Background: an optimization exercise with open tools, aiming at small area. Do not read the settings as production practice. RTL that was checked went through simulation tests only; none was proved equivalent to the original. No activity file was given, so power comes from the tool's default toggle rates. The flow treats the clock pin as an ideal source, which a real chip does not have.

Design bpuf_core, start of the top module:
module bpuf_core
(
input           clk,
input           en,
input           start,
input  [2:0]    mode,
input  [47:0]   osc,
input  [7:0]    mem_data,
input           enc_ready,
input           dec_ready,
output [9:0]    mem_addr,
output [23:0]   prim_id,
output          id_v,
output          enc_en,
output          enc_start,
output          dec_en,
output          dec_start,
output          ready
);
Size: about 3500 cells after synthesis, roughly 100 I/O pins, about 51000 µm² of cells after synthesis.
==> module meas_value, before the edit <==
module meas_value
#(
parameter C_L = 6,
parameter C_R = 2,
parameter C_P = 7,
parameter C_PB = 3,
parameter C_DWIDTH = 20
)
(
input       [C_L+1+C_R*C_P:0]   I_data,      
input       [C_PB-1:0]          I_phase,
input                           I_zero,
output      [C_DWIDTH-1:0]      O_value
);
localparam C_H = C_R * C_P;
wire [C_H-1:0] S_ring = I_data[C_H-1:0];
wire S_c = I_data[C_H];
wire [C_L:0] S_lo = I_data[C_H+1 +: C_L + 1];
wire [C_P-1:0] S_ph;
genvar k;
for (k = 0; k < C_P; k = k + 1) begin: gen_ph
    assign S_ph[k] = (I_phase == k) & ~I_zero;
end
reg [C_H-1:0] S_hi;
integer d, p;
always @(*) begin
    S_hi = 0;
    for (p = 0; p < C_P; p = p + 1)
        for (d = 0; d < C_P; d = d + 1)
            S_hi[d*C_R +: C_R] = S_hi[d*C_R +: C_R] |
                ({C_R{S_ph[p]}} & S_ring[((d + C_P - p) % C_P)*C_R +: C_R]);
end
wire [C_H:0] S_t;
wire [C_H-1:0] S_sum;
genvar j;
for (j = 0; j < C_H; j = j + 1) begin: gen_inc
    if (j % C_R == 0) begin: g_in
        wire S_cin = (j == 0 ? S_lo[C_L] : S_t[j]) | (S_c & S_ph[j / C_R]);
        assign S_sum[j] = S_hi[j] ^ S_cin;
        assign S_t[j+1] = S_hi[j] & S_cin;
    end else begin: g_mid
        assign S_sum[j] = S_hi[j] ^ S_t[j];
        assign S_t[j+1] = S_hi[j] & S_t[j];
    end
end
assign S_t[0] = 1'b0;
assign O_value = {{(C_DWIDTH-C_H-C_L){1'b0}}, S_sum, S_lo[C_L-1:0]};
endmodule
clock: 10.0 ns
lec_check: 0
cap_margin: 10
core_margin: 2
core_utilization: 60
gpl_timing_driven: 0
place_density: 0.75
slew_margin: 10
synth_hierarchical: 1
synth_minimum_keep_size: 0
standard.sh (not shown) runs the stock make flow with config.mk's settings and CLKGATE_MAP_FILE= SYNTH_SCRIPT=/design/flow/synth_recipe.tcl, a recipe that flattens the netlist after the stock synthesis.
==> flow/flow/run.sh <==
#!/bin/bash
# Standard ORFS flow with a leaner clock tree: CTS without dummy loads and with
# larger sink clusters, and the smallest buffer on the ports.
set -e
export CTS_ARGS="-sink_clustering_enable -repair_clock_nets -dont_use_dummy_load -sink_clustering_size 30 -sink_clustering_max_diameter 100 -buf_list sky130_fd_sc_hd__clkbuf_16"
export REMOVE_ABC_BUFFERS=1
export BUFFER_PORTS_ARGS="-buffer_cell sky130_fd_sc_hd__buf_1"
bash standard.sh > standard.log 2>&1
Change:
--- a/flow/design.v
+++ b/flow/design.v
@@ -111,26 +111,32 @@
     S_hi = 0;
     for (p = 0; p < C_P; p = p + 1)
         for (d = 0; d < C_P; d = d + 1)
             S_hi[d*C_R +: C_R] = S_hi[d*C_R +: C_R] |
                 ({C_R{S_ph[p]}} & S_ring[((d + C_P - p) % C_P)*C_R +: C_R]);
 end
-wire [C_H:0] S_t;
-wire [C_H-1:0] S_sum;
-genvar j;
-for (j = 0; j < C_H; j = j + 1) begin: gen_inc
-    if (j % C_R == 0) begin: g_in
-        wire S_cin = (j == 0 ? S_lo[C_L] : S_t[j]) | (S_c & S_ph[j / C_R]);
-        assign S_sum[j] = S_hi[j] ^ S_cin;
-        assign S_t[j+1] = S_hi[j] & S_cin;
-    end else begin: g_mid
-        assign S_sum[j] = S_hi[j] ^ S_t[j];
-        assign S_t[j+1] = S_hi[j] & S_t[j];
+wire [C_P-1:0] S_inj;
+for (k = 0; k < C_P; k = k + 1) begin: gen_inj
+    assign S_inj[k] = (S_c & S_ph[k]) | ((k == 0) ? S_lo[C_L] : 1'b0);
+end
+reg [C_H-1:0] S_cy;
+reg S_run;
+integer q, b;
+always @(*) begin
+    for (q = 0; q < C_H; q = q + 1) begin
+        S_cy[q] = 1'b0;
+        for (p = 0; p < C_P; p = p + 1)
+            if (p * C_R <= q) begin
+                S_run = S_inj[p];
+                for (b = p * C_R; b < q; b = b + 1)
+                    S_run = S_run & S_hi[b];
+                S_cy[q] = S_cy[q] | S_run;
+            end
     end
 end
-assign S_t[0] = 1'b0;
+wire [C_H-1:0] S_sum = S_hi ^ S_cy;
 assign O_value = {{(C_DWIDTH-C_H-C_L){1'b0}}, S_sum, S_lo[C_L-1:0]};
 endmodule
 module meas
 #(
 parameter C_IOSCNUM = 48,
 parameter C_IOSCDWIDTH = 20,
Outcome: The changed run passed the timing, design-rule and antenna checks. Design area rises by 0.51%. Non-clock buffer count falls by 2. Via count rises by 1.2%. Hold slack is worse by 0.0089 ns. Wire length rises by 0.30%. Global-route usage falls by 0.10 points. Worst setup slack is better by 2.0 ns. Clock power barely changes. Clock skew falls by 0.0054 ns.
No functional check of the RTL was part of the first run of this note.

---

bpuf_core, a different RTL version from the one above (not shown whole).
Size: ~3500 cells after synthesis, ~1500 flip-flops, ~100 I/O pins, roughly 49000 µm² of cells after synthesis.
==> module meas_value, before the edit <==
module meas_value
#(
parameter C_L = 6,
parameter C_R = 2,
parameter C_P = 7,
parameter C_PB = 3,
parameter C_DWIDTH = 20
)
(
input       [C_L+1+C_R*C_P:0]   I_data,      
input       [C_PB-1:0]          I_phase,
input                           I_zero,
output      [C_DWIDTH-1:0]      O_value
);
localparam C_H = C_R * C_P;
wire [C_H-1:0] S_ring = I_data[C_H-1:0];
wire S_c = I_data[C_H];
wire [C_L:0] S_lo = I_data[C_H+1 +: C_L + 1];
wire [C_P-1:0] S_ph;
genvar k;
for (k = 0; k < C_P; k = k + 1) begin: gen_ph
    assign S_ph[k] = (I_phase == k) & ~I_zero;
end
reg [C_H-1:0] S_hi;
integer d, p;
always @(*) begin
    S_hi = 0;
    for (p = 0; p < C_P; p = p + 1)
        for (d = 0; d < C_P; d = d + 1)
            S_hi[d*C_R +: C_R] = S_hi[d*C_R +: C_R] |
                ({C_R{S_ph[p]}} & S_ring[((d + C_P - p) % C_P)*C_R +: C_R]);
end
wire [C_P-1:0] S_inj;
for (k = 0; k < C_P; k = k + 1) begin: gen_inj
    assign S_inj[k] = (S_c & S_ph[k]) | ((k == 0) ? S_lo[C_L] : 1'b0);
end
reg [C_H-1:0] S_cy;
reg S_run;
integer q, b;
always @(*) begin
    for (q = 0; q < C_H; q = q + 1) begin
        S_cy[q] = 1'b0;
        for (p = 0; p < C_P; p = p + 1)
            if (p * C_R <= q) begin
                S_run = S_inj[p];
                for (b = p * C_R; b < q; b = b + 1)
                    S_run = S_run & S_hi[b];
                S_cy[q] = S_cy[q] | S_run;
            end
    end
end
wire [C_H-1:0] S_sum = S_hi ^ S_cy;
assign O_value = {{(C_DWIDTH-C_H-C_L){1'b0}}, S_sum, S_lo[C_L-1:0]};
endmodule
==> module meas, before the edit <==
module meas
#(
parameter C_IOSCNUM = 48,
parameter C_IOSCDWIDTH = 20,
parameter C_OIDWIDTH = 24,
parameter C_MEMDATAWIDTH = 8,
parameter C_MEMADDRWIDTH = 10
)
(
input                               I_osc_rst,
input       [C_IOSCNUM-1:0]         I_osc,
input                               I_sclk,
input       [C_MEMDATAWIDTH-1:0]    I_mem_data,
output      [C_MEMADDRWIDTH-1:0]    O_mem_addr,
output reg  [C_OIDWIDTH-1:0]        O_prim_id,
output reg                          O_id_v
);
localparam C_L = 6;
localparam C_R = 2;
localparam C_P = 7;
localparam C_H = C_R * C_P;              
localparam C_W = C_L + 1 + 1 + C_H;      
reg [5:0] S_addr;
reg [1:0] S_sub;
wire S_done = S_addr[5] & S_addr[4] & (S_sub == 2'd0);
always @(posedge I_sclk) begin
    if (!I_osc_rst) begin
        S_addr <= 0;
        S_sub <= 0;
        O_id_v <= 0;
    end else if (!S_done) begin
        if (S_addr[0] | (S_sub == 2'd1))
            S_addr <= S_addr + 1'b1;
        if (!S_addr[0])
            S_sub <= S_sub + 1'b1;
    end else begin
        O_id_v <= 1;
    end
end
assign O_mem_addr = {{(C_MEMADDRWIDTH-6){1'b0}}, S_addr};
reg S_osc_rst_d;
always @(posedge I_sclk) begin
    S_osc_rst_d <= I_osc_rst;
end
wire S_snap = S_osc_rst_d & ~I_osc_rst;
reg [2:0] S_phase;
always @(posedge I_sclk) begin
    S_phase <= (S_phase == C_P - 1) ? 3'd0 : S_phase + 1'b1;
end
wire S_last = (S_phase == C_P - 1);
reg [2:0] S_clr_cnt;
wire S_clearing = (S_clr_cnt != 0);
reg S_valid;     
wire S_zero_snap = S_snap & ~S_valid;
wire S_reads_done = I_osc_rst & S_addr[5] & S_addr[4] & (S_sub == 2'd2);
always @(posedge I_sclk) begin
    if (S_reads_done | S_zero_snap)
        S_clr_cnt <= C_P;
    else if (S_snap)
        S_clr_cnt <= 3'd0;
    else if (S_clearing)
        S_clr_cnt <= S_clr_cnt - 1'b1;
end
always @(posedge I_sclk) begin
    if (S_snap)
        S_valid <= 1'b0;
    else if (S_clr_cnt == 3'd1)
        S_valid <= 1'b1;
end
reg S_zero;
always @(posedge I_sclk) begin
    if (S_snap)
        S_zero <= S_zero_snap;
end
wire S_take = S_last & ~S_clearing;
wire S_keep = ~S_clearing;
wire [C_IOSCNUM*C_W-1:0] S_osc_data;
genvar i, j;
for (i = 0; i < C_IOSCNUM; i = i + 1) begin: gen_meas_osc
    reg S_gated_d;
    reg [C_L:0] S_live;
    reg [C_L-1:0] S_lo;
    reg [C_H-1:0] S_ring;
    reg S_c;
    wire gated_osc = I_osc_rst & I_osc[i];
    wire [C_L:0] S_t;
    assign S_t[0] = gated_osc & ~S_gated_d;
    for (j = 0; j < C_L; j = j + 1) begin: gen_live
        assign S_t[j+1] = S_t[j] & S_live[j];
    end
    wire [C_R:0] S_tc;
    assign S_tc[0] = S_c;
    for (j = 0; j < C_R; j = j + 1) begin: gen_tap
        assign S_tc[j+1] = S_tc[j] & S_ring[j];
    end
    wire [C_R-1:0] S_digit = {C_R{S_keep}} & (S_ring[C_R-1:0] ^ S_tc[C_R-1:0]);
    always @(posedge I_sclk) begin
        S_gated_d <= gated_osc;
        S_live[C_L-1:0] <= {C_L{I_osc_rst}} & (S_live[C_L-1:0] ^ S_t[C_L-1:0]);
        S_live[C_L] <= ~S_zero_snap & (S_t[C_L] | (S_live[C_L] & ~S_take));
        if (S_snap)
            S_lo <= S_live[C_L-1:0];
        S_ring <= {S_digit, S_ring[C_H-1:C_R]};
        S_c <= S_last ? (S_live[C_L] & S_take) : (S_tc[C_R] & S_keep);
    end
    assign S_osc_data[i*C_W +: C_W] = {S_live[C_L], S_lo, S_c, S_ring};
end
reg [5:0] S_sel;
always @(posedge I_sclk) begin
    S_sel <= I_mem_data[5:0];
end
wire [C_W-1:0] S_mux_data;
meas_mux #(.C_INUM(C_IOSCNUM), .C_IDWIDTH(C_W), .C_ISWIDTH(6)) mux(
    .I_data(S_osc_data),
    .I_sel(S_sel),
    .O_data(S_mux_data)
);
wire [C_IOSCDWIDTH-1:0] S_value;
meas_value #(.C_L(C_L), .C_R(C_R), .C_P(C_P), .C_DWIDTH(C_IOSCDWIDTH)) value(
    .I_data(S_mux_data),
    .I_phase(S_phase),
    .I_zero(S_zero),
    .O_value(S_value)
);
reg [C_IOSCDWIDTH-1:0] S_first;
always @(posedge I_sclk) begin
    S_first <= S_value;
end
wire S_comp;
meas_comp #(.C_IWIDTH(C_IOSCDWIDTH)) comp(
    .I_comp1(S_first),
    .I_comp2(S_value),
    .O_res(S_comp)
);
always @(posedge I_sclk) begin
    if (S_sub == 2'd2 && !S_addr[0])
        O_prim_id <= {O_prim_id[C_OIDWIDTH-2:0], S_comp};
end
endmodule
Settings: LEC_CHECK=0, CAP_MARGIN=0, CORE_MARGIN=2, CORE_UTILIZATION=65, GPL_TIMING_DRIVEN=0, PLACE_DENSITY=0.85, SLEW_MARGIN=0, SYNTH_HIERARCHICAL=1, SYNTH_MINIMUM_KEEP_SIZE=0; clock period 10.0 ns.
Scripts as last shown in full above: flow/flow/run.sh
Rerun with:
--- a/flow/design.v
+++ b/flow/design.v
@@ -121,24 +121,18 @@
                 ({C_R{S_ph[p]}} & S_ring[((d + C_P - p) % C_P)*C_R +: C_R]);
 end
-wire [C_P-1:0] S_inj;
-for (k = 0; k < C_P; k = k + 1) begin: gen_inj
-    assign S_inj[k] = (S_c & S_ph[k]) | ((k == 0) ? S_lo[C_L] : 1'b0);
-end
-reg [C_H-1:0] S_cy;
-reg S_run;
-integer q, b;
-always @(*) begin
-    for (q = 0; q < C_H; q = q + 1) begin
-        S_cy[q] = 1'b0;
-        for (p = 0; p < C_P; p = p + 1)
-            if (p * C_R <= q) begin
-                S_run = S_inj[p];
-                for (b = p * C_R; b < q; b = b + 1)
-                    S_run = S_run & S_hi[b];
-                S_cy[q] = S_cy[q] | S_run;
-            end
+wire [C_H:0] S_t;
+wire [C_H-1:0] S_sum;
+genvar j;
+for (j = 0; j < C_H; j = j + 1) begin: gen_inc
+    if (j % C_R == 0) begin: g_in
+        wire S_cin = (j == 0 ? S_lo[C_L] : S_t[j]) | (S_c & S_ph[j / C_R]);
+        assign S_sum[j] = S_hi[j] ^ S_cin;
+        assign S_t[j+1] = S_hi[j] & S_cin;
+    end else begin: g_mid
+        assign S_sum[j] = S_hi[j] ^ S_t[j];
+        assign S_t[j+1] = S_hi[j] & S_t[j];
     end
 end
-wire [C_H-1:0] S_sum = S_hi ^ S_cy;
+assign S_t[0] = 1'b0;
 assign O_value = {{(C_DWIDTH-C_H-C_L){1'b0}}, S_sum, S_lo[C_L-1:0]};
 endmodule
@@ -212,9 +206,4 @@
         S_valid <= 1'b1;
 end
-reg S_zero;
-always @(posedge I_sclk) begin
-    if (S_snap)
-        S_zero <= S_zero_snap;
-end
 wire S_take = S_last & ~S_clearing;
 wire S_keep = ~S_clearing;
@@ -264,5 +253,5 @@
     .I_data(S_mux_data),
     .I_phase(S_phase),
-    .I_zero(S_zero),
+    .I_zero(S_clearing),
     .O_value(S_value)
 );
=>
- combinational power increases by 5.0%
- hold slack gets worse by 0.0096 ns
- clock power stays flat
- cell area hardly moves
- total power went up by about 0.47%

## re-timing with driven ports
In the flow no input, the clock included, has a driving cell. The finished layouts below were timed again as built, in two steps. Step 1: set_driving_cell puts a clkbuf_16 on clk and a buf_2 on each other input, an assumption about the parent block. Step 2 times the ports against the registers' clock, not the clock port: input delays grow and output delays shrink by t, the midpoint of the rising clock arrivals with the driver on. Slacks: no drivers / after step 1 / after step 2; pairs: no drivers / after step 1.
run | t (ns) | slack for setup (ns) | worst register clock-pin slew, ns
the first run of note 1 | 0.714 | 0.479 / 0.479 / 0.479 | 0.12 / 0.12
the second run of note 1 | 0.711 | 2.477 / 2.477 / 2.477 | 0.11 / 0.11
the first run of note 2 | 0.714 | 2.553 / 2.553 / 2.553 | 0.11 / 0.11
the second run of note 2 | 0.709 | 1.022 / 1.022 / 1.022 | 0.11 / 0.11
After both steps every run listed still meets setup and hold.
